From an optimization exercise on the open Yosys and OpenROAD flow, aimed at small area and a short achievable clock period; shortcuts taken in it are not production practice. Where RTL was checked, it was by simulation tests only, not by an equivalence proof against the original. Only the layout flow was run in runs 3 to 6; the RTL was not checked for function there.

File: flow/standard.sh
#!/bin/bash
# synth_recipe.tcl (not shown) runs the flow's synth.tcl, then flattens the netlist and writes it again
# the make line also repeats each setting of config.mk as NAME=value (left out here)
make -C /OpenROAD-flow-scripts/flow DESIGN_CONFIG=/design/flow/config.mk WORK_HOME=/design/flow/orfs CLKGATE_MAP_FILE= SYNTH_SCRIPT=/design/flow/synth_recipe.tcl "${@:-finish}"
File: flow/config.mk
export PLATFORM = sky130hd
export DESIGN_NAME = UnaryMultiplier
export DESIGN_NICKNAME = UnaryMultiplier
export VERILOG_FILES = /design/flow/design.v
export SDC_FILE = /design/flow/constraint.sdc
export NUM_CORES = 4
export LEC_CHECK = 0
export CAP_MARGIN = 20
export CORE_MARGIN = 2
export CORE_UTILIZATION = 40
export PLACE_DENSITY = 0.6
export SLEW_MARGIN = 20
File: flow/flow/run.sh
#!/bin/bash
# The standard layout, with plain buffers on the ports and timing repair
# aimed at a setup slack of SETUP_SLACK_MARGIN.
export BUFFER_PORTS_ARGS="-buffer_cell sky130_fd_sc_hd__buf_2"
export SETUP_SLACK_MARGIN=5.0
bash standard.sh > standard.log 2>&1
File: flow/design.v
module UnaryMultiplier
#(
    parameter INPUT_WIDTH = 32,
    parameter COUNT_WIDTH = $clog2(INPUT_WIDTH + 1),
    parameter EPSILON = 8
)
(
    input logic a,
    input logic b,
    input logic [1:0] ready,
    input logic clk,
    input logic reset,
    output logic valid,
    output logic y
);
    logic [5:0]  a_ones, b_ones, a_upper, b_upper, y_count;
    logic [5:0]  g_lower;    
    logic [5:0]  f_upper;    
    logic [10:0] d_upper, d_lower;
    logic        ea, eb, za, zb;
    logic        near_l, near_u, emit, bit1, done;
    logic [5:0]  ab_ones, ab_upper;
    logic [6:0]  hl, hu;
    logic [10:0] dl, du;
    logic [5:0]  yc;
    logic [3:0]  hg, hp;
    logic        c4, neg;
    always_comb begin
        ea = ready[0] & a;
        za = ready[0] & ~a;
        eb = ready[1] & b;
        zb = ready[1] & ~b;
        ab_ones = a_ones + b_ones + 6'd1;
        ab_upper = a_upper + b_upper - 6'd1;
        case ({g_lower[5:4], valid, y})
            4'b00_10: hl = 7'd1;
            4'b00_11: hl = 7'h7f;
            4'b01_10: hl = 7'd2;
            4'b01_11: hl = 7'd0;
            4'b10_10: hl = 7'd3;
            4'b10_11: hl = 7'd1;
            4'b11_10: hl = 7'd4;
            4'b11_11: hl = 7'd2;
            default:  hl = {5'd0, g_lower[5:4]};
        endcase
        dl = d_lower + {hl, g_lower[3:0]};
        case ({f_upper[5:4], valid, y})
            4'b11_10: hu = 7'h7d;
            4'b11_11: hu = 7'h7b;
            4'b10_10: hu = 7'h7e;
            4'b10_11: hu = 7'h7c;
            4'b01_10: hu = 7'h7f;
            4'b01_11: hu = 7'h7d;
            4'b00_10: hu = 7'h00;
            4'b00_11: hu = 7'h7e;
            default:  hu = {5'h1f, ~f_upper[5:4]};
        endcase
        du = d_upper + {hu, ~f_upper[3:0]} + 11'd1;
        yc = y_count + valid;
        done = yc[5];
        near_l = ~dl[10] | (&dl[9:7]);                              
        near_u = du[10] | (~|du[9:8] & (~du[7] | ~|du[6:4]));       
        hg = du[7:4] & dl[7:4];
        hp = du[7:4] ^ dl[7:4];
        c4 = hg[3] | (hp[3] & hg[2]) | (hp[3] & hp[2] & hg[1]) | (hp[3] & hp[2] & hp[1] & hg[0]);
        neg = (du[8] & dl[8]) | ((du[8] ^ dl[8]) & ~c4);
        bit1 = near_l & (~near_u | ~neg);
        emit = ~done & (near_l | near_u);
    end
    always_ff @(posedge clk or negedge reset) begin
        if (!reset) begin
            a_ones <= 0;
            b_ones <= 0;
            a_upper <= 6'd32;
            b_upper <= 6'd32;
            g_lower <= 0;
            f_upper <= 0;
            y_count <= 0;
            d_lower <= 11'h600;    
            d_upper <= 11'h200;    
            y <= 1'b0;
            valid <= 1'b0;
        end else begin
            a_ones <= a_ones + ea;
            b_ones <= b_ones + eb;
            a_upper <= a_upper - za;
            b_upper <= b_upper - zb;
            g_lower <= ({6{ea & ~eb}} & b_ones) | ({6{eb & ~ea}} & a_ones) | ({6{ea & eb}} & ab_ones);
            f_upper <= ({6{za & ~zb}} & b_upper) | ({6{zb & ~za}} & a_upper) | ({6{za & zb}} & ab_upper);
            y_count <= yc;
            d_lower <= dl;
            d_upper <= du;
            valid <= emit;
            y <= bit1;
        end
    end
endmodule
File: flow/constraint.sdc
create_clock -name core_clock -period 8.0 [get_ports {clk}]
set_input_delay 1.6000 -clock core_clock [delete_from_list [all_inputs] [get_ports {clk}]]
set_output_delay 1.6000 -clock core_clock [all_outputs]
set_load 0.01 [all_outputs]
==> impl_metrics.json, run 1 <==
{
  "syn2layout_area_growth_pct": 10.20,
  "clock-root-buffer": "clkbuf_8",
  "grt_antenna_before_repair": 0,
  "synth.top_cells.by_count": "dfrtp_1, ha_1, inv_1",
  "pin_count_of_the_biggest_net_entering_global_routing": 67,
  "synth.ff_latch_count": 66,
  "critical_path_cell_by_cell": "or4b_4 -> ha_1 -> or4_1 -> o22ai_2 -> xnor2_1 -> ha_1 -> nand2b_1 -> a21oi_1 -> o22ai_1",
  "timing.setup.tns_ns": 0,
  "routed_wire_length_per_instance_um": 12.62,
  "grt_pass1_wl_um": 12430,
  "status": "finished clean",
  "worst-path-max-fanout": 9,
  "crit_path_top_delay_cell": "or4b_4",
  "numCtsBuffers": 9,
  "post_synth_num_cell_types": 45,
  "drt_iter0_drc": 90,
  "max-cap-violations": 0,
  "syn-num-nets": 464,
  "tightest_slew_ns": 0.8388,
  "end_kind": "register",
  "rsz0062_at_grt": "no",
  "nets": 480,
  "critPathArrivalTime_ns": 3.01,
  "detailedPlace.worstSlack_ns": 4.938,
  "htree_levels": 3,
  "grt.overflow.total": 0,
  "crit_family": "simple AND/OR/NAND/NOR gates",
  "postPlaceCellArea_um2": 4223,
  "grt_use_total_pct": 13.97,
  "n_fill_cell": 980,
  "hold_viol": 0,
  "hpwl_um": 5273,
  "clock_tree_from_tritoncts": "yes",
  "io-pin-count": 8,
  "synth.yosys.warnings": 1,
  "layout_setup_ws_ns": 5.201,
  "port_buffers": 7,
  "slew_headroom_pct": 44.08,
  "worst_ep_required_time_ns": 8.21,
  "initial_utilization_pct": 41.22,
  "portion_of_the_post_synthesis_area_used_by_sequential_elements_pct": 40.96,
  "finClkSkew_ns": 0.008358,
  "post-synth-top-area-fraction_pct": 37.71,
  "yosys.area.top_type": "dfrtp_1",
  "max-clock-path-buffers": 2,
  "ctsHoldBuffers": 0,
  "period_share_pct": 34.99,
  "slowest_delay_ns": 0.59,
  "first_global_vias": 2724,
  "die-area_um2": 10940,
  "finalSetupViolCount": 0,
  "die_width_um": 104.6,
  "remaining_drc_errors": 0,
  "clk_pin_slew_ns": 0.07,
  "worstPathBufferInverterCount": 0,
  "vias": 2801,
  "path_class": "register to register",
  "regArea_um2": 1660,
  "synthMostInstantiatedCell": "dfrtp_1",
  "wirelength_um": 7068,
  "cpMostUsedCell": "ha_1",
  "worst_setup_path_start_kind": "register",
  "maximum_operating_frequency_mhz": 357.2,
  "layout-drive-gt1-share_pct": 10.07,
  "cts_sinks": 66,
  "final_period_minus_worst_setup_slack_ns": 2.799,
  "design.core.area_um2": 9819,
  "most_common_flop_cell_mapped_by_yosys": "dfrtp_1",
  "slew_viol_final": 0,
  "routed_via_density": 5.002,
  "multi_input_area_um2": 2193,
  "finish.instance_area_um2": 4461,
  "synth_edf_count": 0,
  "syn_avg_cell_area_um2": 9.970,
  "die_h_um": 104.6,
  "hp-class": "register to register",
  "syn-instance-count": 406,
  "synthesis.area_um2": 4048,
  "ant_nets": 0,
  "async_flop_share_pct": 100.0,
  "antennaDiodeCount": 0,
  "rows": 36,
  "gp_routability_congestion": 0.8030,
  "post_synth_main_area_contributors": "dfrtp_1, ha_1, xnor2_1, xor2_1, inv_1",
  "clk_latency_ns": 0.34,
  "drtPass1Iterations": 4
}
[stage by stage]
stage	util [%]	instances	hold WS, ns
6_report	45.43	560	0.4701
2_1_floorplan	-	406	0.4416
3_5_place_dp	43.00	542	0.4563
5_1_grt	45.43	560	0.4836
4_1_cts	45.16	558	0.4701
3_3_place_gp	43.00	542	0.4534
[state kept, by name, summed over array words and instances, names as in the netlist]
signal	count
g_lower	6
a_ones	6
valid	1
d_upper	11
y	1
y_count	6
b_ones	6
f_upper	6
a_upper	6
b_upper	6
d_lower	11
[final timing paths]
path                                      start                    to  slack (ns)  depth (start not counted)
max in group asynchronous                 reset       valid$_DFF_PN0_        5.96                          2
max                                 y$_DFF_PN0_           y$_DFF_PN0_        5.20                          9
min                        a_upper[2]$_DFF_PN0_  a_upper[2]$_DFF_PN0_        0.47                          1
min reg2reg                a_upper[2]$_DFF_PN0_  a_upper[2]$_DFF_PN0_        0.47                          1
max reg2reg                         y$_DFF_PN0_           y$_DFF_PN0_        5.20                          9
min in group asynchronous                 reset  y_count[1]$_DFF_PN0_        1.44                          2
[metal layers]
metal	track usage, %	routed length, um	vias to the layer above
li1	-	-	1427
met1	18.86	3485	1338
met2	22.22	3350	29
met3	3.244	148	7
met4	4.571	83	0
met5	0	0	-
[area by class of cell]
cell class	count	area share [%]
Clock inverter	6	1.459
Inverter	48	4.039
Multi-Input combinational cell	287	49.17
Sequential cell	66	37.22
Timing Repair Buffer	10	1.290
Clock buffer	10	3.086
Tap cell	133	3.731
[repair_timing]
item | CTS | global route
setup buffers | 0 | 2
endpoints found under the setup margin | 2 | 2
pin swaps | 0 | 1
gates resized for setup | 3 | 3
[logic make-up after synthesis]
| logic type | after synthesis | synth area share, % |
|---|---|---|
| AND/OR/NAND/NOR | 96 | 11.96 |
| AO/OA/AOI/OAI | 89 | 13.94 |
| flip-flops | 66 | 40.96 |
| buffers and inverters | 53 | 5.286 |
| adder cells (fa/ha/maj) | 53 | 17.06 |
| XOR/XNOR | 49 | 10.79 |
[layout by cell type, fill, tap and decap left out, types with 3 or more instances in the layout]
| master | synthesis | routed |
|---|---|---|
| buf_2 | 0 | 7 |
| clkbuf_8 | 0 | 10 |
| xor2_1 | 23 | 23 |
| nand3_1 | 16 | 16 |
| nor3_1 | 7 | 7 |
| or4_1 | 4 | 4 |
| a22o_1 | 5 | 5 |
| fa_1 | 4 | 4 |
| nand2_1 | 22 | 22 |
| ha_1 | 48 | 47 |
| buf_4 | 0 | 3 |
| o21a_1 | 4 | 4 |
| a211oi_1 | 6 | 5 |
| a21oi_1 | 25 | 25 |
| dfstp_2 | 5 | 5 |
| nor4_1 | 5 | 5 |
| o21ai_0 | 24 | 24 |
| dfrtp_1 | 61 | 59 |
| xnor2_1 | 25 | 25 |
| and3_1 | 4 | 4 |
| nor2b_1 | 3 | 3 |
| a21o_1 | 6 | 6 |
| inv_1 | 47 | 47 |
| nand2b_1 | 8 | 8 |
| nor2_1 | 22 | 22 |
==> run 2, diff against run 1 <==
--- a/flow/config.mk
+++ b/flow/config.mk
@@ -9,4 +9,5 @@
 export CORE_MARGIN = 2
 export CORE_UTILIZATION = 40
+export GPL_TIMING_DRIVEN = 1
 export PLACE_DENSITY = 0.6
 export SLEW_MARGIN = 20
==> impl_metrics.json, run 2 <==
{
  "syn_avg_cell_area_um2": 9.970,
  "finClkSkew_ns": 0.008358,
  "drtPass1Iterations": 4,
  "hold-worst-slack_ns": 0.4701,
  "worstRegToRegCells": 9,
  "vias": 2801,
  "critical_path.endpoint": "y$_DFF_PN0_",
  "grt_use_total_pct": 13.97,
  "worst-path-max-fanout": 9,
  "path_class": "register to register",
  "die_width_um": 104.6,
  "first_global_vias": 2724,
  "pin_count_of_the_biggest_net_entering_global_routing": 67,
  "max-cap-violations": 0,
  "routed_via_density": 5.002,
  "slowest_delay_ns": 0.59,
  "rsz0062_at_grt": "no",
  "hold_viol": 0,
  "synthMostInstantiatedCell": "dfrtp_1",
  "clock-root-buffer": "clkbuf_8",
  "port_buffers": 7,
  "io-pin-count": 8,
  "synth_edf_count": 0,
  "most_common_cell_after_layout_fill_and_taps_aside": "dfrtp_1",
  "portion_of_the_post_synthesis_area_used_by_sequential_elements_pct": 40.96,
  "worst_setup_path_start_kind": "register",
  "clk_pin_slew_ns": 0.07,
  "max-clock-path-buffers": 2,
  "slew_headroom_pct": 44.08,
  "grt_antenna_before_repair": 0,
  "numCtsBuffers": 9,
  "slew_viol_final": 0,
  "grt_pass1_wl_um": 12430,
  "wirelength_um": 7068,
  "crit_path_start": "y$_DFF_PN0_",
  "final_period_minus_worst_setup_slack_ns": 2.799,
  "worst_ep_required_time_ns": 8.21,
  "remaining_drc_errors": 0,
  "period_share_pct": 34.99,
  "layout-drive-gt1-share_pct": 10.07,
  "rr_startpoint": "y$_DFF_PN0_",
  "initial_utilization_pct": 41.22,
  "clock_tree_from_tritoncts": "yes",
  "crit_family": "simple AND/OR/NAND/NOR gates",
  "status": "finished clean",
  "reg_top3": "d_lower (11), d_upper (11)",
  "die_h_um": 104.6,
  "critical_path_cell_by_cell": "or4b_4 -> ha_1 -> or4_1 -> o22ai_2 -> xnor2_1 -> ha_1 -> nand2b_1 -> a21oi_1 -> o22ai_1",
  "tightest_slew_ns": 0.8388,
  "final_cells": 560,
  "maximum_operating_frequency_mhz": 357.2,
  "cts_sinks": 66,
  "cpMostUsedCell": "ha_1",
  "antennaDiodeCount": 0,
  "hp-class": "register to register",
  "number_of_cells_on_the_critical_path": 9,
  "timing.setup.tns_ns": 0,
  "worstPathBufferInverterCount": 0,
  "synth.top_cells.by_count": "dfrtp_1, ha_1, inv_1",
  "critPathArrivalTime_ns": 3.01,
  "routed_wire_length_per_instance_um": 12.62,
  "crit_path_top_delay_cell": "or4b_4",
  "clk_latency_ns": 0.34,
  "design.core.area_um2": 9819,
  "placed_cells_incl_taps": 542,
  "syn-instance-count": 406,
  "ctsHoldBuffers": 0,
  "syn2layout_area_growth_pct": 10.20,
  "multi_input_area_um2": 2193,
  "drt_iter0_drc": 90,
  "synth.ff_latch_count": 66,
  "post-synth-top-area-fraction_pct": 37.71,
  "rows": 36,
  "final_cell_mix": "dfrtp_1, inv_1, ha_1",
  "post_synth_main_area_contributors": "dfrtp_1, ha_1, xnor2_1, xor2_1, inv_1",
  "worstReg2RegEnd": "y$_DFF_PN0_",
  "synth.yosys.warnings": 1,
  "regArea_um2": 1660,
  "end_kind": "register",
  "syn-num-nets": 464,
  "yosys.area.top_type": "dfrtp_1",
  "n_fill_cell": 980,
  "finalSetupViolCount": 0,
  "async_flop_share_pct": 100.0,
  "rrSetupSlack_ns": 5.20,
  "nets": 480,
  "ant_nets": 0,
  "most_common_flop_cell_mapped_by_yosys": "dfrtp_1",
  "htree_levels": 3,
  "gp_routability_congestion": 0.8030,
  "synthesis.area_um2": 4048,
  "post_synth_num_cell_types": 45,
  "die-area_um2": 10940,
  "hpwl_um": 5273,
  "grt.overflow.total": 0
}
[run 2: final cells by class]
cell class | count | share of cell area (%)
multi-input cells | 287 | 49.17
clock buffers | 10 | 3.086
inverters | 48 | 4.039
flip-flops and latches | 66 | 37.22
clock inverters | 6 | 1.459
repair buffers | 10 | 1.290
well taps | 133 | 3.731
[run 2: per-layer routing]
layer | vias to the layer above | share of wire (%) | wire [um] | track usage [%]
li1 | 1427 | - | - | -
met1 | 1338 | 49 | 3485 | 18.86
met2 | 29 | 47 | 3350 | 22.22
met3 | 7 | 2.1 | 148 | 3.244
met4 | 0 | 1.2 | 83 | 4.571
met5 | - | 0 | 0 | 0
[run 2: cell families (layout without fill, tap and decap cells)]
logic type / count (synthesis) / after routing / share of synthesized area [%]
XOR/XNOR: 49 / 49 / 10.79
AO/OA/AOI/OAI: 89 / 89 / 13.94
AND/OR/NAND/NOR: 96 / 96 / 11.96
flip-flops: 66 / 66 / 40.96
buffers and inverters: 53 / 74 / 5.286
adder cells (fa/ha/maj): 53 / 53 / 17.06
[run 2: how the worst min path moves through the flow]
| stage | start | end | cells after the start |
|---|---|---|---|
| global route | a_upper[2]$_DFF_PN0_ | a_upper[2]$_DFF_PN0_ | 1 |
| global placement | d_lower[0]$_DFF_PN0_ | d_lower[0]$_DFF_PN0_ | 1 |
| detailed placement | a_upper[2]$_DFF_PN0_ | a_upper[2]$_DFF_PN0_ | 1 |
| floorplan | a_upper[2]$_DFF_PN0_ | a_upper[2]$_DFF_PN0_ | 1 |
| finish | a_upper[2]$_DFF_PN0_ | a_upper[2]$_DFF_PN0_ | 1 |
| CTS | a_upper[2]$_DFF_PN0_ | a_upper[2]$_DFF_PN0_ | 1 |
[run 2: what timing repair did]
action	4_1_cts	5_1_grt
endpoints found under the setup margin	2	2
resized for setup	3	3
pin swaps	0	1
setup buffers	0	2
[run 2: through the flow]
| stage | worst slack (ns) | util [%] | instance area, um^2 |
|---|---|---|---|
| 4_1_cts | 5.048 | 45.16 | 4434 |
| 2_1_floorplan | 5.093 | - | 4048 |
| 5_1_grt | 4.997 | 45.43 | 4461 |
| 3_5_place_dp | 4.938 | 43.00 | 4223 |
| 6_report | 5.201 | 45.43 | 4461 |
| 3_3_place_gp | 4.984 | 43.00 | 4223 |
==> run 3, diff against run 2 <==
--- a/flow/design.v
+++ b/flow/design.v
@@ -21,4 +21,5 @@
     logic        near_l, near_u, emit, bit1, done;
     logic [5:0]  ab_ones, ab_upper;
+    logic [5:0]  a_ones_inc, b_ones_inc, a_upper_dec, b_upper_dec;
     logic [6:0]  hl, hu;
     logic [10:0] dl, du;
@@ -31,4 +32,8 @@
         eb = ready[1] & b;
         zb = ready[1] & ~b;
+        a_ones_inc = a_ones + 6'd1;
+        b_ones_inc = b_ones + 6'd1;
+        a_upper_dec = a_upper - 6'd1;
+        b_upper_dec = b_upper - 6'd1;
         ab_ones = a_ones + b_ones + 6'd1;
         ab_upper = a_upper + b_upper - 6'd1;
@@ -82,8 +87,8 @@
             valid <= 1'b0;
         end else begin
-            a_ones <= a_ones + ea;
-            b_ones <= b_ones + eb;
-            a_upper <= a_upper - za;
-            b_upper <= b_upper - zb;
+            if (ea) a_ones <= a_ones_inc;
+            if (eb) b_ones <= b_ones_inc;
+            if (za) a_upper <= a_upper_dec;
+            if (zb) b_upper <= b_upper_dec;
             g_lower <= ({6{ea & ~eb}} & b_ones) | ({6{eb & ~ea}} & a_ones) | ({6{ea & eb}} & ab_ones);
             f_upper <= ({6{za & ~zb}} & b_upper) | ({6{zb & ~za}} & a_upper) | ({6{za & zb}} & ab_upper);
==> flow/flow/run.sh (replaced) <==
#!/bin/bash
# The standard layout, with plain buffers on the ports and timing repair
# aimed at a setup slack of SETUP_SLACK_MARGIN.
export BUFFER_PORTS_ARGS="-buffer_cell sky130_fd_sc_hd__buf_2"
export SETUP_SLACK_MARGIN=5.3
bash standard.sh > standard.log 2>&1
--- a/flow/config.mk
+++ b/flow/config.mk
@@ -9,5 +9,4 @@
 export CORE_MARGIN = 2
 export CORE_UTILIZATION = 40
-export GPL_TIMING_DRIVEN = 1
 export PLACE_DENSITY = 0.6
 export SLEW_MARGIN = 20
==> impl_metrics.json, run 3 <==
{
  "status": "finished clean",
  "ctsHoldBuffers": 0,
  "crit_path_top_delay_cell": "or4b_4",
  "worst-path-max-fanout": 7,
  "post-synth-top-area-fraction_pct": 37.13,
  "reg_top3": "d_lower (11), d_upper (11)",
  "gp_routability_congestion": 0.7845,
  "remaining_drc_errors": 0,
  "grt_use_total_pct": 15.64,
  "synth.yosys.warnings": 1,
  "antennaDiodeCount": 0,
  "hp-class": "register to register",
  "final_cells": 598,
  "rsz0062_at_grt": "yes",
  "routed_via_density": 5.082,
  "grt_antenna_before_repair": 0,
  "drt_iter0_drc": 79,
  "hold_viol": 0,
  "hpwl_um": 5218,
  "synth.ff_latch_count": 66,
  "slew_headroom_pct": 43.67,
  "timing.setup.tns_ns": 0,
  "io-pin-count": 8,
  "critPathArrivalTime_ns": 3.26,
  "syn-instance-count": 423,
  "die-area_um2": 11110,
  "clock_tree_from_tritoncts": "yes",
  "clk_pin_slew_ns": 0.07,
  "cts_sinks": 66,
  "period_share_pct": 37.46,
  "syn_avg_cell_area_um2": 9.720,
  "nets": 512,
  "synthMostInstantiatedCell": "dfrtp_1",
  "die_width_um": 105.4,
  "synth_edf_count": 0,
  "placed_cells_incl_taps": 558,
  "rrSetupSlack_ns": 5.00,
  "port_buffers": 7,
  "worst_setup_path_start_kind": "register",
  "most_common_flop_cell_mapped_by_yosys": "dfrtp_1",
  "routed_wire_length_per_instance_um": 13.23,
  "finalSetupViolCount": 0,
  "rows": 37,
  "max-clock-path-buffers": 2,
  "worst_ep_required_time_ns": 8.26,
  "end_kind": "register",
  "die_h_um": 105.4,
  "post_synth_num_cell_types": 51,
  "wirelength_um": 7912,
  "cpMostUsedCell": "nor2_1",
  "pin_count_of_the_biggest_net_entering_global_routing": 67,
  "clock-root-buffer": "clkbuf_8",
  "yosys.area.top_type": "dfrtp_1",
  "design.core.area_um2": 10140,
  "max-cap-violations": 0,
  "initial_utilization_pct": 40.55,
  "grt.overflow.total": 0,
  "drtPass1Iterations": 4,
  "synth.top_cells.by_count": "dfrtp_1, ha_1, inv_1",
  "ant_nets": 0,
  "slew_viol_final": 0,
  "numCtsBuffers": 9,
  "maximum_operating_frequency_mhz": 333.7,
  "most_common_cell_after_layout_fill_and_taps_aside": "dfrtp_1",
  "portion_of_the_post_synthesis_area_used_by_sequential_elements_pct": 40.32,
  "grt-busiest-layer": "met2",
  "syn-num-nets": 478,
  "final_period_minus_worst_setup_slack_ns": 2.996,
  "met2_usage_pct": 24.24,
  "synthesis.area_um2": 4111,
  "clk_latency_ns": 0.35,
  "grt_pass1_wl_um": 14030,
  "syn2layout_area_growth_pct": 18.50,
  "post_synth_main_area_contributors": "dfrtp_1, ha_1, xnor2_1, inv_1, dfstp_2",
  "vias": 3039,
  "async_flop_share_pct": 100.0,
  "final_cell_mix": "dfrtp_1, inv_1, ha_1",
  "tightest_slew_ns": 0.8450,
  "path_class": "register to register",
  "htree_levels": 3,
  "layout-drive-gt1-share_pct": 21.00,
  "grt.met3_usage_pct": 2.597,
  "slowest_delay_ns": 0.56,
  "finClkSkew_ns": 0.008809,
  "global_route.usage.met1_pct": 21.27,
  "first_global_vias": 3029,
  "critical_path_cell_by_cell": "buf_6 -> or4b_4 -> ha_4 -> nor2_1 -> nor2_1 -> nand2_2 -> xnor2_2 -> ha_1 -> nand2b_4 -> a211oi_1 -> or3_1 -> a22oi_2"
}
run 3: cell count changes in the layout (fill, tap and decap cells not counted), sizes merged, moves of 5 or more:
cell,before,now
inv,48,39
buf,10,32
xnor2,25,38
nand2,22,31
and3,4,9
nand3,16,7
nor2,22,31
xor2,24,15
run 3: metal layers:
layer | share of wire, % | up-vias
met1 | 48 | 1463
met5 | 0 | -
met4 | 2.2 | 0
li1 | - | 1516
met2 | 47 | 41
met3 | 2.5 | 19
run 3: kinds of logic (layout without fill, tap and decap cells):
| kind of cell | Yosys count | in the layout | share of synthesized area [%] |
|---|---|---|---|
| AND/OR/NAND/NOR | 117 | 117 | 13.91 |
| AO/OA/AOI/OAI | 89 | 89 | 13.88 |
| flip-flops | 66 | 66 | 40.32 |
| XOR/XNOR | 54 | 54 | 11.87 |
| adder cells (fa/ha/maj) | 49 | 49 | 15.64 |
| buffers and inverters | 48 | 87 | 4.382 |
run 3: path summary, 6_finish.rpt:
kind | endpoint | cells past startpoint | startpoint
max | y$_DFF_PN0_ | 12 | y$_DFF_PN0_
min | y_count[0]$_DFF_PN0_ | 1 | y_count[0]$_DFF_PN0_
max reg2reg | y$_DFF_PN0_ | 12 | y$_DFF_PN0_
min reg2reg | y_count[0]$_DFF_PN0_ | 1 | y_count[0]$_DFF_PN0_
max in group asynchronous | g_lower[4]$_DFF_PN0_ | 2 | reset
min in group asynchronous | d_upper[8]$_DFF_PN0_ | 2 | reset
run 3: metrics by stage:
step / utilization [%] / setup WS, ns / cell area (um^2) / hold slack [ns]
floorplan: - / 5.024 / 4170 / 0.4427
global placement: 42.79 / 4.908 / 4338 / 0.4537
detailed placement: 42.79 / 4.894 / 4338 / 0.4599
CTS: 45.75 / 5.059 / 4638 / 0.4767
global route: 48.06 / 4.884 / 4872 / 0.4960
finish: 48.06 / 5.004 / 4872 / 0.4726
run 3: cell type report:
class                      count  area, um^2
clock buffer                  11       141.4
clock inverter                 5       30.03
fill                         937        5266
inverter                      39       146.4
multi-input combinational    309        2496
sequential                    66        1662
tap                          136       170.2
timing repair buffer          32       226.5
run 3: critical path, delay by kind of cell, from the launching register on:
kind                       cells  cell delay [ns]
AOI/OAI and AO/OA              2             0.21
xor gates and xnor gates       1             0.15
adders and majority gates      2             0.63
buffers and inverters          1             0.14
DFF                            1             0.46
and+or+nand+nor                6             1.31
run 3: repair_timing:
item | CTS | global route
setup buffers | 10 | 14
gates resized for setup | 12 | 25
endpoints found under the setup margin | 3 | 6
pin swaps | 12 | 29
hold endpoints to repair | 0 | 0
==> run 4, diff against run 3 <==
--- a/flow/design.v
+++ b/flow/design.v
@@ -20,4 +20,5 @@
     logic        ea, eb, za, zb;
     logic        near_l, near_u, emit, bit1, done;
+    logic        up, dn;     
     logic [5:0]  ab_ones, ab_upper;
     logic [5:0]  a_ones_inc, b_ones_inc, a_upper_dec, b_upper_dec;
@@ -38,29 +39,29 @@
         ab_ones = a_ones + b_ones + 6'd1;
         ab_upper = a_upper + b_upper - 6'd1;
-        case ({g_lower[5:4], valid, y})
+        case ({g_lower[5:4], dn, up})
             4'b00_10: hl = 7'd1;
-            4'b00_11: hl = 7'h7f;
+            4'b00_01: hl = 7'h7f;
             4'b01_10: hl = 7'd2;
-            4'b01_11: hl = 7'd0;
+            4'b01_01: hl = 7'd0;
             4'b10_10: hl = 7'd3;
-            4'b10_11: hl = 7'd1;
+            4'b10_01: hl = 7'd1;
             4'b11_10: hl = 7'd4;
-            4'b11_11: hl = 7'd2;
+            4'b11_01: hl = 7'd2;
             default:  hl = {5'd0, g_lower[5:4]};
         endcase
         dl = d_lower + {hl, g_lower[3:0]};
-        case ({f_upper[5:4], valid, y})
+        case ({f_upper[5:4], dn, up})
             4'b11_10: hu = 7'h7d;
-            4'b11_11: hu = 7'h7b;
+            4'b11_01: hu = 7'h7b;
             4'b10_10: hu = 7'h7e;
-            4'b10_11: hu = 7'h7c;
+            4'b10_01: hu = 7'h7c;
             4'b01_10: hu = 7'h7f;
-            4'b01_11: hu = 7'h7d;
+            4'b01_01: hu = 7'h7d;
             4'b00_10: hu = 7'h00;
-            4'b00_11: hu = 7'h7e;
+            4'b00_01: hu = 7'h7e;
             default:  hu = {5'h1f, ~f_upper[5:4]};
         endcase
         du = d_upper + {hu, ~f_upper[3:0]} + 11'd1;
-        yc = y_count + valid;
+        yc = y_count + (up | dn);
         done = yc[5];
         near_l = ~dl[10] | (&dl[9:7]);                              
@@ -86,4 +87,6 @@
             y <= 1'b0;
             valid <= 1'b0;
+            up <= 1'b0;
+            dn <= 1'b0;
         end else begin
             if (ea) a_ones <= a_ones_inc;
@@ -98,4 +101,6 @@
             valid <= emit;
             y <= bit1;
+            up <= emit & bit1;
+            dn <= emit & ~bit1;
         end
     end
==> impl_metrics.json, run 4 <==
{
  "finClkSkew_ns": 0.007879,
  "die-area_um2": 11250,
  "final_cell_mix": "dfrtp_1, inv_1, ha_1",
  "most_common_flop_cell_mapped_by_yosys": "dfrtp_1",
  "critPathArrivalTime_ns": 3.51,
  "port_buffers": 7,
  "synth_edf_count": 0,
  "clock_tree_from_tritoncts": "yes",
  "die_h_um": 106.0,
  "clock-root-buffer": "clkbuf_8",
  "finish.instance_area_um2": 5056,
  "rsz0062_at_grt": "yes",
  "status": "finished clean",
  "numCtsBuffers": 9,
  "slew_headroom_pct": 43.78,
  "max-clock-path-buffers": 2,
  "synth.yosys.warnings": 1,
  "rrSetupSlack_ns": 4.76,
  "vias": 3034,
  "post_synth_num_cell_types": 48,
  "clk_pin_slew_ns": 0.07,
  "synth.ff_latch_count": 68,
  "tightest_slew_ns": 0.8433,
  "ant_nets": 0,
  "timing.setup.tns_ns": 0,
  "worstReg2RegEnd": "y$_DFF_PN0_",
  "pin_count_of_the_biggest_net_entering_global_routing": 69,
  "final_cells": 599,
  "grt_use_total_pct": 15.06,
  "worst-path-max-fanout": 8,
  "rr_startpoint": "up$_DFF_PN0_",
  "rows": 37,
  "clk_latency_ns": 0.35,
  "path_class": "register to register",
  "antennaDiodeCount": 0,
  "worstRegToRegCells": 15,
  "post-synth-top-area-fraction_pct": 37.85,
  "routed_wire_length_per_instance_um": 12.96,
  "grt_pass1_wl_um": 13640,
  "first_global_vias": 3061,
  "async_flop_share_pct": 100.0,
  "synthMostInstantiatedCell": "dfrtp_1",
  "worst_hold_path_stage_count": 1,
  "htree_levels": 3,
  "nets": 516,
  "reg_top3": "d_lower (11), d_upper (11)",
  "worst_ep_required_time_ns": 8.27,
  "finalSetupViolCount": 0,
  "hp-start": "d_lower[0]$_DFF_PN0_",
  "min_delay_worst_endpoint": "d_lower[0]$_DFF_PN0_",
  "most_common_cell_after_layout_fill_and_taps_aside": "dfrtp_1",
  "maximum_operating_frequency_mhz": 308.6,
  "syn2layout_area_growth_pct": 21.39,
  "placed_cells_incl_taps": 565,
  "wirelength_um": 7764,
  "io-pin-count": 8,
  "hold_viol": 0,
  "syn-instance-count": 429,
  "portion_of_the_post_synthesis_area_used_by_sequential_elements_pct": 41.00,
  "drtPass1Iterations": 5,
  "synth.top_cells.by_count": "dfrtp_1, ha_1, inv_1",
  "initial_utilization_pct": 40.71,
  "layout_setup_ws_ns": 4.760,
  "drt_iter0_drc": 92,
  "yosys.area.top_type": "dfrtp_1",
  "syn-num-nets": 487,
  "grt.overflow.total": 0,
  "ctsHoldBuffers": 0,
  "slew_viol_final": 0,
  "design.core.area_um2": 10230,
  "postPlaceCellArea_um2": 4378,
  "grt_antenna_before_repair": 0,
  "hp-class": "register to register",
  "worst_setup_path_start_kind": "register",
  "period_share_pct": 40.50,
  "die_width_um": 106.0,
  "detailedPlace.worstSlack_ns": 4.553,
  "cts_sinks": 68,
  "final_period_minus_worst_setup_slack_ns": 3.240,
  "layout-drive-gt1-share_pct": 22.03,
  "remaining_drc_errors": 0,
  "routed_via_density": 5.065,
  "end_kind": "register",
  "synthesis.area_um2": 4165,
  "syn_avg_cell_area_um2": 9.709,
  "max-cap-violations": 0,
  "post_synth_main_area_contributors": "dfrtp_1, ha_1, xnor2_1, inv_1, a21oi_1",
  "gp_routability_congestion": 0.7729,
  "hpwl_um": 5313
}
run 4: changes by cell type in the layout (fill, tap and decap cells not counted), sizes merged, moves of 3 or more:
cell    change
or2         +3
nand3b      +5
buf         -6
nor3        -4
and3        -4
nand2b      -5
o21ai       +3
nand3       +3
ha          +3
a21oi       +3
inv         +6
run 4: how the worst max path moves through the flow:
stage | slack (ns) | endpoint | startpoint | cells past startpoint
2_1_floorplan | 4.94 | dn$_DFF_PN0_ | dn$_DFF_PN0_ | 14
3_3_place_gp | 4.61 | up$_DFF_PN0_ | dn$_DFF_PN0_ | 14
3_5_place_dp | 4.55 | up$_DFF_PN0_ | dn$_DFF_PN0_ | 14
4_1_cts | 4.84 | dn$_DFF_PN0_ | up$_DFF_PN0_ | 13
5_1_grt | 4.64 | y$_DFF_PN0_ | up$_DFF_PN0_ | 15
6_report | 4.76 | y$_DFF_PN0_ | up$_DFF_PN0_ | 15
run 4: cell families after synthesis:
| logic type | synth area share (%) |
|---|---|
| buffers and inverters | 4.776 |
| xor gates and xnor gates | 10.72 |
| DFF | 41.00 |
| muxes | 0.2403 |
| adders and majority gates | 16.34 |
| AOI/OAI and AO/OA | 13.94 |
| and+or+nand+nor | 12.98 |
run 4: area by class of cell:
cell class	count	area [um^2]
timing repair buffer	26	185.2
sequential	68	1708
fill	922	5175
tap	136	170.2
multi-input combinational	308	2630
clock buffer	12	145.1
clock inverter	4	48.80
inverter	45	168.9
run 4: layer usage:
metal / global-route usage (%) / vias to the layer above / part of all wire [%]
met3: 2.820 / 9 / 2.1
met2: 24.65 / 37 / 49
met5: 0 / - / 0
met1: 19.80 / 1469 / 47
met4: 5.921 / 0 / 1.7
li1: - / 1519 / -
run 4: worst max-delay path, cell delays in order (launching register included):
cell and delay [ns]:
dfrtp_1 0.41, buf_6 0.13, ha_4 0.18, nor3b_4 0.16
a31o_2 0.26, ha_4 0.23, or2_2 0.30, a21oi_2 0.17
a31oi_4 0.06, xor2_2 0.30, ha_4 0.26, nand2b_4 0.07
a211oi_2 0.04, a211o_1 0.35, buf_6 0.14, a21oi_4 0.12
run 4: metrics by stage:
stage / hold WS, ns / utilization, %
6_report: 0.4718 / 49.42
3_5_place_dp: 0.4611 / 42.79
4_1_cts: 0.4780 / 47.22
3_3_place_gp: 0.4542 / 42.79
5_1_grt: 0.4952 / 49.42
2_1_floorplan: 0.4430 / -
run 4: repair_timing:
item	in CTS	in global routing
pin swaps	12	21
resized for setup	30	32
buffers inserted	13	5
hold endpoints to repair	0	0
endpoints found under the setup margin	6	9
==> run 5, diff against run 4 <==
--- a/flow/design.v
+++ b/flow/design.v
@@ -22,5 +22,4 @@
     logic        up, dn;     
     logic [5:0]  ab_ones, ab_upper;
-    logic [5:0]  a_ones_inc, b_ones_inc, a_upper_dec, b_upper_dec;
     logic [6:0]  hl, hu;
     logic [10:0] dl, du;
@@ -33,8 +32,4 @@
         eb = ready[1] & b;
         zb = ready[1] & ~b;
-        a_ones_inc = a_ones + 6'd1;
-        b_ones_inc = b_ones + 6'd1;
-        a_upper_dec = a_upper - 6'd1;
-        b_upper_dec = b_upper - 6'd1;
         ab_ones = a_ones + b_ones + 6'd1;
         ab_upper = a_upper + b_upper - 6'd1;
@@ -90,8 +85,8 @@
             dn <= 1'b0;
         end else begin
-            if (ea) a_ones <= a_ones_inc;
-            if (eb) b_ones <= b_ones_inc;
-            if (za) a_upper <= a_upper_dec;
-            if (zb) b_upper <= b_upper_dec;
+            a_ones <= a_ones + ea;
+            b_ones <= b_ones + eb;
+            a_upper <= a_upper - za;
+            b_upper <= b_upper - zb;
             g_lower <= ({6{ea & ~eb}} & b_ones) | ({6{eb & ~ea}} & a_ones) | ({6{ea & eb}} & ab_ones);
             f_upper <= ({6{za & ~zb}} & b_upper) | ({6{zb & ~za}} & a_upper) | ({6{za & zb}} & ab_upper);
==> flow/flow/run.sh (replaced) <==
#!/bin/bash
# The standard layout, except that:
#  - synthesis maps the logic with flow/abc_speed.script (three rounds of
#    &syn2/&dch/&nf) instead of ORFS's ABC script; the rest of synthesis,
#    and so the registers, are ORFS's as run by standard.sh;
#  - the ports get plain buf_2 buffers;
#  - timing repair aims at a setup slack of SETUP_SLACK_MARGIN.
set -e
rm -rf scripts_alt
cp -r "$FLOW_HOME/scripts" scripts_alt
cp flow/abc_speed.script scripts_alt/abc_speed.script
export BUFFER_PORTS_ARGS="-buffer_cell sky130_fd_sc_hd__buf_2"
export SETUP_SLACK_MARGIN=5.3
bash standard.sh SCRIPTS_DIR="$PWD/scripts_alt" synth > synth.log 2>&1
bash standard.sh > standard.log 2>&1
==> flow/flow/abc_speed.script (new file) <==
&get -n
&st
&syn2
&dch
&nf
&st
&syn2
&dch
&nf
&st
&syn2
&dch
&nf
&put
buffer -c
topo
stime -c
upsize -c
dnsize -c
==> impl_metrics.json, run 5 <==
{
  "tightest_slew_ns": 0.8843,
  "slew_headroom_pct": 41.05,
  "die_width_um": 104.1,
  "synthXorXnorAreaFrac_pct": 8.310,
  "pin_count_of_the_biggest_net_entering_global_routing": 69,
  "clock-root-buffer": "clkbuf_8",
  "design.core.area_um2": 9729,
  "syn-num-nets": 467,
  "min_delay_worst_endpoint": "d_lower[0]$_DFF_PN0_",
  "post_synth_fa_ha_maj_area_fraction_pct": 17.93,
  "detailedPlace.worstSlack_ns": 4.844,
  "post_synth_num_cell_types": 40,
  "synth_edf_count": 0,
  "maximum_operating_frequency_mhz": 328.7,
  "cts_sinks": 68,
  "port_buffers": 7,
  "portion_of_the_post_synthesis_area_used_by_sequential_elements_pct": 42.64,
  "die_h_um": 104.1,
  "post_synth_main_area_contributors": "dfrtp_1, ha_1, inv_1, xnor2_1, xor2_1",
  "reg_top3": "d_lower (11), d_upper (11)",
  "grt_use_total_pct": 13.99,
  "synth_compound_area_share_pct": 14.65,
  "hp-start": "d_lower[0]$_DFF_PN0_",
  "worst-path-max-fanout": 6,
  "routed_via_density": 4.866,
  "layout_setup_ws_ns": 4.957,
  "max-cap-violations": 0,
  "final_period_minus_worst_setup_slack_ns": 3.043,
  "io-pin-count": 8,
  "rrSetupSlack_ns": 4.96,
  "end_kind": "register",
  "nets": 497,
  "worstReg2RegEnd": "valid$_DFF_PN0_",
  "numCtsBuffers": 9,
  "wirelength_um": 7342,
  "syn_avg_cell_area_um2": 9.865,
  "worst_setup_path_start_kind": "register",
  "finClkSkew_ns": 0.008968,
  "hold_viol": 0,
  "n_fill_cell": 931,
  "synth.mux.area_fraction_pct": 0,
  "ctsHoldBuffers": 0,
  "rr_startpoint": "up$_DFF_PN0_",
  "syn2layout_area_growth_pct": 18.40,
  "initial_utilization_pct": 41.17,
  "worstRegToRegCells": 14,
  "path_class": "register to register",
  "ant_nets": 0,
  "layout-drive-gt1-share_pct": 21.09,
  "final_cell_mix": "dfrtp_1, inv_1, ha_1",
  "most_common_cell_after_layout_fill_and_taps_aside": "dfrtp_1",
  "hp-class": "register to register",
  "period_share_pct": 38.03,
  "first_global_vias": 2793,
  "vias": 2793,
  "finish.instance_area_um2": 4742,
  "synth.yosys.warnings": 1,
  "remaining_drc_errors": 0,
  "slew_viol_final": 0,
  "rows": 36,
  "grt_pass1_wl_um": 12300,
  "hold-worst-slack_ns": 0.4740,
  "routed_wire_length_per_instance_um": 12.79,
  "clk_pin_slew_ns": 0.07,
  "largest_family_of_logic_cells_by_synthesized_area": "adder cells",
  "syn-instance-count": 406,
  "drtPass1Iterations": 4,
  "synthesis.area_um2": 4005,
  "timing.setup.tns_ns": 0,
  "postPlaceCellArea_um2": 4254,
  "status": "finished clean",
  "synth.top_cells.by_count": "dfrtp_1, inv_1, ha_1",
  "die-area_um2": 10830,
  "hpwl_um": 5015,
  "worst_ep_required_time_ns": 8.23,
  "multi_input_area_um2": 2291,
  "grt_antenna_before_repair": 0,
  "clock_tree_from_tritoncts": "yes",
  "rsz0062_at_grt": "yes",
  "max-clock-path-buffers": 2,
  "clk_latency_ns": 0.35,
  "critPathArrivalTime_ns": 3.27,
  "most_common_flop_cell_mapped_by_yosys": "dfrtp_1",
  "synthMostInstantiatedCell": "dfrtp_1",
  "drt_iter0_drc": 123,
  "gp_routability_congestion": 0.7881,
  "regArea_um2": 1709,
  "finalSetupViolCount": 0,
  "synth-simple-area-share_pct": 10.34,
  "htree_levels": 3,
  "antennaDiodeCount": 0,
  "grt.overflow.total": 0,
  "worst_hold_path_stage_count": 1,
  "post-synth-top-area-fraction_pct": 39.36,
  "yosys.area.top_type": "dfrtp_1",
  "async_flop_share_pct": 100.0,
  "synth.ff_latch_count": 68
}
## run 5: how the worst max path moves through the flow
stage | slack, ns | startpoint | end
floorplan | 5.23 | dn$_DFF_PN0_ | valid$_DFF_PN0_
global placement | 4.88 | up$_DFF_PN0_ | dn$_DFF_PN0_
detailed placement | 4.84 | up$_DFF_PN0_ | dn$_DFF_PN0_
CTS | 5.02 | up$_DFF_PN0_ | dn$_DFF_PN0_
global route | 4.84 | dn$_DFF_PN0_ | dn$_DFF_PN0_
finish | 4.96 | up$_DFF_PN0_ | valid$_DFF_PN0_
## run 5: cell type report
cell class                      count  share of cell area [%]
Inverter                           62                   4.934
Timing Repair Buffer               22                   3.113
Clock buffer                       12                   3.061
Tap cell                          133                   3.509
Multi-Input combinational cell    273                   48.31
Clock inverter                      4                   1.029
Sequential cell                    68                   36.04
## run 5: critical path, stage by stage (launching register included)
cell	delay (ns)
dfrtp_2	0.44
inv_2	0.10
ha_4	0.19
nor2_4	0.06
xnor2_2	0.12
ha_1	0.30
a21boi_4	0.16
o21ai_2	0.17
a21boi_2	0.10
o21ai_2	0.19
a21oi_2	0.08
o21a_1	0.21
or3_4	0.37
and2_4	0.16
o31a_1	0.28
## run 5: timing repair
action	4_1_cts	5_1_grt
endpoints found under the setup margin	5	8
pin swaps	5	27
setup buffers	4	10
gates cloned	0	0
resized for setup	10	32
hold endpoints to repair	0	0
## run 5: stage by stage
| stage | cells | utilization, % |
|---|---|---|
| detailed placement | 544 | 43.72 |
| floorplan | 406 | - |
| global placement | 544 | 43.72 |
| CTS | 564 | 46.53 |
| global route | 574 | 48.74 |
| finish | 574 | 48.74 |
## run 5: logic make-up (layout without fill, tap and decap cells)
logic type               Yosys count  after routing
XOR/XNOR                          38             38
AND/OR/NAND/NOR                   88             88
buffers and inverters             65            100
AO/OA/AOI/OAI                     92             92
adder cells (fa/ha/maj)           55             55
flip-flops                        68             68
## run 5: layer usage
layer,GRT usage (%),routed length (um),vias up
met5,0,0,-
met4,5.502,103,0
met3,3.509,238,13
met2,23.92,3651,41
met1,16.91,3348,1317
li1,-,-,1422
==> run 6, diff against run 5 <==
--- a/flow/flow/run.sh
+++ b/flow/flow/run.sh
@@ -11,5 +11,5 @@
 cp flow/abc_speed.script scripts_alt/abc_speed.script
 export BUFFER_PORTS_ARGS="-buffer_cell sky130_fd_sc_hd__buf_2"
-export SETUP_SLACK_MARGIN=5.3
+export SETUP_SLACK_MARGIN=5.5
 bash standard.sh SCRIPTS_DIR="$PWD/scripts_alt" synth > synth.log 2>&1
 bash standard.sh > standard.log 2>&1
==> impl_metrics.json, run 6 <==
{
  "status": "finished clean",
  "rsz0062_at_grt": "yes",
  "nets": 501,
  "ctsHoldBuffers": 0,
  "drtPass1Iterations": 4,
  "numCtsBuffers": 9,
  "grt_use_total_pct": 14.03,
  "timing.setup.tns_ns": 0,
  "slew_viol_final": 0,
  "period_share_pct": 37.95,
  "hold-worst-slack_ns": 0.4735,
  "syn2layout_area_growth_pct": 24.77,
  "pin_count_of_the_biggest_net_entering_global_routing": 69,
  "first_global_vias": 2739,
  "multi_input_area_um2": 2456,
  "synthesis.area_um2": 4005,
  "htree_levels": 3,
  "most_common_cell_after_layout_fill_and_taps_aside": "dfrtp_1",
  "clock_tree_from_tritoncts": "yes",
  "finalSetupViolCount": 0,
  "rows": 36,
  "syn-instance-count": 406,
  "port_buffers": 7,
  "gp_routability_congestion": 0.7646,
  "synth.ff_latch_count": 68,
  "cts_sinks": 68,
  "hold_viol": 0,
  "wirelength_um": 7111,
  "portion_of_the_post_synthesis_area_used_by_sequential_elements_pct": 42.64,
  "maximum_operating_frequency_mhz": 329.4,
  "worst_setup_path_start_kind": "register",
  "synth.top_cells.by_count": "dfrtp_1, inv_1, ha_1",
  "post_synth_num_cell_types": 40,
  "grt_antenna_before_repair": 0,
  "layout_setup_ws_ns": 4.964,
  "post-synth-top-area-fraction_pct": 39.36,
  "routed_via_density": 4.841,
  "die_h_um": 104.1,
  "post_synth_main_area_contributors": "dfrtp_1, ha_1, inv_1, xnor2_1, xor2_1",
  "clock-root-buffer": "clkbuf_8",
  "postPlaceCellArea_um2": 4328,
  "end_kind": "register",
  "postLayoutCoreUtil_pct": 51.36,
  "clk_latency_ns": 0.35,
  "synth.yosys.warnings": 1,
  "clk_pin_slew_ns": 0.07,
  "hp-class": "register to register",
  "remaining_drc_errors": 0,
  "ant_nets": 0,
  "path_class": "register to register",
  "synth_edf_count": 0,
  "layout-drive-gt1-share_pct": 28.54,
  "drt_iter0_drc": 80,
  "yosys.area.top_type": "dfrtp_1",
  "synthMostInstantiatedCell": "dfrtp_1",
  "routed_wire_length_per_instance_um": 12.30,
  "n_fill_cell": 876,
  "most_common_flop_cell_mapped_by_yosys": "dfrtp_1",
  "finClkSkew_ns": 0.01061,
  "worst-path-max-fanout": 6,
  "max-clock-path-buffers": 2,
  "grt_pass1_wl_um": 12370,
  "syn_avg_cell_area_um2": 9.865,
  "design.core.area_um2": 9729,
  "slew_headroom_pct": 43.47,
  "final_period_minus_worst_setup_slack_ns": 3.036,
  "antennaDiodeCount": 0,
  "detailedPlace.worstSlack_ns": 4.981,
  "syn-num-nets": 467,
  "regArea_um2": 1709,
  "io-pin-count": 8,
  "max-cap-violations": 0,
  "critPathArrivalTime_ns": 3.27,
  "finish.instance_area_um2": 4997,
  "die-area_um2": 10830,
  "hpwl_um": 4889,
  "reg_top3": "d_lower (11), d_upper (11)",
  "initial_utilization_pct": 41.17,
  "grt.overflow.total": 0,
  "die_width_um": 104.1,
  "worst_ep_required_time_ns": 8.23,
  "async_flop_share_pct": 100.0,
  "tightest_slew_ns": 0.8479,
  "vias": 2798,
  "final_cell_mix": "dfrtp_1, inv_1, ha_1"
}
## run 6: area by class of cell
cell class                      count  area share [%]
Clock buffer                       13           3.380
Clock inverter                      3           1.377
Inverter                           62           4.857
Multi-Input combinational cell    273           49.15
Sequential cell                    68           34.20
Tap cell                          133           3.330
Timing Repair Buffer               26           3.706
## run 6: path summary, 6_finish.rpt
check                                startpoint               endpoint  slack [ns]  depth (start not counted)
max                                dn$_DFF_PN0_        valid$_DFF_PN0_        4.96                         14
min                        d_lower[0]$_DFF_PN0_   d_lower[0]$_DFF_PN0_        0.47                          1
max reg2reg                        dn$_DFF_PN0_        valid$_DFF_PN0_        4.96                         14
min reg2reg                d_lower[0]$_DFF_PN0_   d_lower[0]$_DFF_PN0_        0.47                          1
max in group asynchronous                 reset   b_upper[2]$_DFF_PN0_        5.96                          2
min in group asynchronous                 reset  d_upper[10]$_DFF_PN0_        1.45                          2
## run 6: timing repair
item	in CTS	in global routing
endpoints found under the setup margin	8	11
buffers inserted	8	10
pin swaps	14	34
resized for setup	19	49
endpoints found under the hold margin	0	0
## run 6: through the flow
step,instances
after global placement,544
after CTS,568
after detailed placement,544
after global routing,578
final,578
after floorplan,406
## run 6: critical path: stages, from the launching register on
cell      delay [ns]
dfrtp_1         0.42
inv_2           0.09
ha_4            0.19
nor2_4          0.14
xnor2_2         0.13
ha_1            0.27
a21boi_4        0.15
o21ai_2         0.17
a21boi_2        0.10
o21ai_2         0.19
a21oi_2         0.08
o21a_1          0.20
or3_4           0.37
and2_4          0.17
o31a_1          0.27
## run 6: cell families (layout without fill, tap and decap cells)
kind of cell	after synthesis	count (layout)	share of synthesized area [%]
AO/OA/AOI/OAI	92	92	14.65
XOR/XNOR	38	38	8.310
adder cells (fa/ha/maj)	55	55	17.93
buffers and inverters	65	104	6.123
flip-flops	68	68	42.64
AND/OR/NAND/NOR	88	88	10.34
## run 6: metal layers
metal / up-vias / wire, um / track usage [%]
li1: 1424 / - / -
met1: 1339 / 3412 / 17.87
met2: 26 / 3402 / 22.70
met3: 9 / 194 / 3.634
met4: 0 / 102 / 5.792
met5: - / 0 / 0
==> run 7, diff against run 6 <==
--- a/flow/design.v
+++ b/flow/design.v
@@ -20,5 +20,4 @@
     logic        ea, eb, za, zb;
     logic        near_l, near_u, emit, bit1, done;
-    logic        up, dn;     
     logic [5:0]  ab_ones, ab_upper;
     logic [6:0]  hl, hu;
@@ -34,29 +33,29 @@
         ab_ones = a_ones + b_ones + 6'd1;
         ab_upper = a_upper + b_upper - 6'd1;
-        case ({g_lower[5:4], dn, up})
+        case ({g_lower[5:4], valid, y})
             4'b00_10: hl = 7'd1;
-            4'b00_01: hl = 7'h7f;
+            4'b00_11: hl = 7'h7f;
             4'b01_10: hl = 7'd2;
-            4'b01_01: hl = 7'd0;
+            4'b01_11: hl = 7'd0;
             4'b10_10: hl = 7'd3;
-            4'b10_01: hl = 7'd1;
+            4'b10_11: hl = 7'd1;
             4'b11_10: hl = 7'd4;
-            4'b11_01: hl = 7'd2;
+            4'b11_11: hl = 7'd2;
             default:  hl = {5'd0, g_lower[5:4]};
         endcase
         dl = d_lower + {hl, g_lower[3:0]};
-        case ({f_upper[5:4], dn, up})
+        case ({f_upper[5:4], valid, y})
             4'b11_10: hu = 7'h7d;
-            4'b11_01: hu = 7'h7b;
+            4'b11_11: hu = 7'h7b;
             4'b10_10: hu = 7'h7e;
-            4'b10_01: hu = 7'h7c;
+            4'b10_11: hu = 7'h7c;
             4'b01_10: hu = 7'h7f;
-            4'b01_01: hu = 7'h7d;
+            4'b01_11: hu = 7'h7d;
             4'b00_10: hu = 7'h00;
-            4'b00_01: hu = 7'h7e;
+            4'b00_11: hu = 7'h7e;
             default:  hu = {5'h1f, ~f_upper[5:4]};
         endcase
         du = d_upper + {hu, ~f_upper[3:0]} + 11'd1;
-        yc = y_count + (up | dn);
+        yc = y_count + valid;
         done = yc[5];
         near_l = ~dl[10] | (&dl[9:7]);                              
@@ -82,6 +81,4 @@
             y <= 1'b0;
             valid <= 1'b0;
-            up <= 1'b0;
-            dn <= 1'b0;
         end else begin
             a_ones <= a_ones + ea;
@@ -96,6 +93,4 @@
             valid <= emit;
             y <= bit1;
-            up <= emit & bit1;
-            dn <= emit & ~bit1;
         end
     end
--- a/flow/flow/run.sh
+++ b/flow/flow/run.sh
@@ -11,5 +11,5 @@
 cp flow/abc_speed.script scripts_alt/abc_speed.script
 export BUFFER_PORTS_ARGS="-buffer_cell sky130_fd_sc_hd__buf_2"
-export SETUP_SLACK_MARGIN=5.5
+export SETUP_SLACK_MARGIN=5.0
 bash standard.sh SCRIPTS_DIR="$PWD/scripts_alt" synth > synth.log 2>&1
 bash standard.sh > standard.log 2>&1
==> impl_metrics.json, run 7 <==
{
  "nets": 446,
  "final_period_minus_worst_setup_slack_ns": 2.855,
  "wirelength_um": 6399,
  "worst_ep_required_time_ns": 8.23,
  "cts_repair_resize_count": 0,
  "remaining_drc_errors": 0,
  "gp_routability_congestion": 0.8615,
  "reg_top3": "d_lower (11), d_upper (11)",
  "io-pin-count": 8,
  "critical_path.endpoint": "y$_DFF_PN0_",
  "design.core.area_um2": 9240,
  "clock_tree_from_tritoncts": "yes",
  "critPathArrivalTime_ns": 3.08,
  "rrSetupSlack_ns": 5.14,
  "end_kind": "register",
  "async_flop_share_pct": 100.0,
  "rsz0062_at_grt": "no",
  "die_h_um": 101.5,
  "synth_edf_count": 0,
  "rr_startpoint": "f_upper[0]$_DFF_PN0_",
  "drt_iter0_drc": 96,
  "n_fill_cell": 884,
  "routed_via_density": 4.808,
  "worst_setup_path_start_kind": "register",
  "antennaDiodeCount": 0,
  "worstRegToRegCells": 11,
  "max-clock-path-buffers": 2,
  "first_global_vias": 2542,
  "critical_path_cell_by_cell": "ha_1 -> fa_1 -> nand2b_1 -> a21boi_1 -> o21ai_0 -> a21oi_2 -> xor2_1 -> or3_1 -> a21oi_1 -> a31oi_1 -> o21ba_1",
  "worstReg2RegEnd": "y$_DFF_PN0_",
  "most_common_cell_after_layout_fill_and_taps_aside": "dfrtp_1",
  "port_buffers": 7,
  "path_class": "register to register",
  "finClkSkew_ns": 0.01292,
  "slew_viol_final": 0,
  "most_common_flop_cell_mapped_by_yosys": "dfrtp_1",
  "syn-num-nets": 431,
  "pin_count_of_the_biggest_net_entering_global_routing": 67,
  "worst-path-max-fanout": 4,
  "synthesis.area_um2": 3800,
  "numCtsBuffers": 9,
  "clk_latency_ns": 0.34,
  "initial_utilization_pct": 41.12,
  "status": "finished clean",
  "drtPass1Iterations": 4,
  "synth.ff_latch_count": 66,
  "worst_hold_path_stage_count": 1,
  "synth.top_cells.by_count": "dfrtp_1, ha_1, inv_1",
  "finalSetupViolCount": 0,
  "maximum_operating_frequency_mhz": 350.2,
  "clock-root-buffer": "clkbuf_8",
  "cts_sinks": 66,
  "syn-instance-count": 373,
  "hp-class": "register to register",
  "timing.setup.tns_ns": 0,
  "post_synth_num_cell_types": 37,
  "yosys.area.top_type": "dfrtp_1",
  "layout-drive-gt1-share_pct": 9.669,
  "portion_of_the_post_synthesis_area_used_by_sequential_elements_pct": 43.63,
  "ctsHoldBuffers": 0,
  "hold_viol": 0,
  "grt_pass1_wl_um": 11610,
  "crit_path_start": "f_upper[0]$_DFF_PN0_",
  "post_synth_main_area_contributors": "dfrtp_1, ha_1, xnor2_1, xor2_1, inv_1",
  "crit_path_top_delay_cell": "or3_1",
  "post-cts-setup-buffer-count": 0,
  "period_share_pct": 35.69,
  "rows": 35,
  "routed_wire_length_per_instance_um": 12.26,
  "hpwl_um": 4664,
  "tightest_slew_ns": 0.8340,
  "vias": 2510,
  "final_cell_mix": "dfrtp_1, ha_1, inv_1",
  "ant_nets": 0,
  "htree_levels": 3,
  "grt_use_total_pct": 14.33,
  "grt_antenna_before_repair": 0,
  "grt.overflow.total": 0,
  "die-area_um2": 10300,
  "synth.yosys.warnings": 1,
  "syn2layout_area_growth_pct": 12.02,
  "slew_headroom_pct": 44.40,
  "max-cap-violations": 0,
  "synthMostInstantiatedCell": "dfrtp_1",
  "slowest_delay_ns": 0.41,
  "post-synth-top-area-fraction_pct": 40.17,
  "syn_avg_cell_area_um2": 10.19,
  "die_width_um": 101.5,
  "clk_pin_slew_ns": 0.07
}
-- run 7: changes by cell type in the layout (fill, tap and decap cells not counted), moves of 8 or more --
| cell | before | now |
|---|---|---|
| ha_1 | 40 | 48 |
| xnor2_1 | 17 | 26 |
| ha_4 | 9 | 0 |
| buf_4 | 17 | 1 |
| o21ai_2 | 9 | 1 |
-- run 7: logic make-up after synthesis --
family / after synthesis / share of synthesized area (%)
xor+xnor: 49 / 11.29
simple gates: 80 / 9.747
compound gates: 75 / 12.38
buf+inv: 51 / 5.038
flops: 66 / 43.63
fa+ha+maj: 52 / 17.91
-- run 7: how the worst min path moves through the flow --
stage	from	endpoint	slack, ns
after floorplan	d_lower[0]$_DFF_PN0_	d_lower[0]$_DFF_PN0_	0.44
after global placement	y_count[0]$_DFF_PN0_	y_count[0]$_DFF_PN0_	0.45
after detailed placement	y_count[0]$_DFF_PN0_	y_count[0]$_DFF_PN0_	0.46
after CTS	d_lower[0]$_DFF_PN0_	d_lower[0]$_DFF_PN0_	0.48
after global routing	y_count[0]$_DFF_PN0_	y_count[0]$_DFF_PN0_	0.49
final	d_lower[0]$_DFF_PN0_	d_lower[0]$_DFF_PN0_	0.47
-- run 7: layer usage --
metal  vias to the layer above  track usage, %  share of wire, %
li1                       1278               -                 -
met4                         0           3.846               1.1
met5                         -               0                 0
met1                      1194           19.47                50
met3                         7           4.555               3.2
met2                        31           22.21                46
-- run 7: critical path, delay by kind of cell, from the launching register on --
family                     cells  cell delay (ns)
and+or+nand+nor                2             0.58
adders and majority gates      2             0.63
xor gates and xnor gates       1             0.16
DFF                            1             0.37
AOI/OAI and AO/OA              6             1.01
-- run 7: per-stage QoR --
stage               util [%]  setup WS [ns]  hold WS, ns  cells  cell area (um^2)
floorplan                  -          5.293       0.4430    373              3800
global placement       43.17          5.101       0.4540    506              3989
CTS                    45.81          5.096       0.4776    522              4233
finish                 46.07          5.145       0.4718    522              4257
global route           46.07          4.984       0.4944    522              4257
detailed placement     43.17          5.048       0.4611    506              3989
-- run 7: layout make-up --
cell class	count	area, um^2	share of cell area [%]
Sequential cell	66	1658	38.95
Clock buffer	12	145.1	3.410
Tap cell	129	161.4	3.792
Multi-Input combinational cell	256	1974	46.38
Inverter	47	176.4	4.145
Timing Repair Buffer	8	42.54	0.9994
Clock inverter	4	98.84	2.322

static timing again, ports no longer ideal:
In the flow no input, the clock included, has a driving cell. The finished layouts below were timed again as built, in two steps. Step 1: set_driving_cell puts a clkbuf_16 on clk and a buf_2 on each other input, an assumption about the parent block. Step 2 times the ports against the registers' clock, not the clock port: input delays grow and output delays shrink by t, the midpoint of the rising clock arrivals with the driver on. a / b / c = ideal / step 1 / step 2; a / b = the first two.
run | t, ns | setup WS [ns] | worst hold slack (ns) | worst register clock-pin slew, ns
run 1 | 0.366 | 5.201 / 5.201 / 4.905 | 0.470 / 0.470 / 0.470 | 0.08 / 0.08
run 2 | 0.366 | 5.201 / 5.201 / 4.905 | 0.470 / 0.470 / 0.470 | 0.08 / 0.08
run 3 | 0.381 | 5.004 / 5.004 / 5.004 | 0.473 / 0.473 / 0.473 | 0.08 / 0.08
run 4 | 0.371 | 4.760 / 4.760 / 4.760 | 0.472 / 0.472 / 0.472 | 0.08 / 0.08
run 5 | 0.376 | 4.957 / 4.957 / 4.957 | 0.474 / 0.474 / 0.474 | 0.08 / 0.08
run 6 | 0.379 | 4.964 / 4.964 / 4.964 | 0.473 / 0.473 / 0.473 | 0.08 / 0.08
run 7 | 0.365 | 5.145 / 5.145 / 5.031 | 0.472 / 0.472 / 0.472 | 0.08 / 0.08
After both steps setup and hold are still met in every run listed.
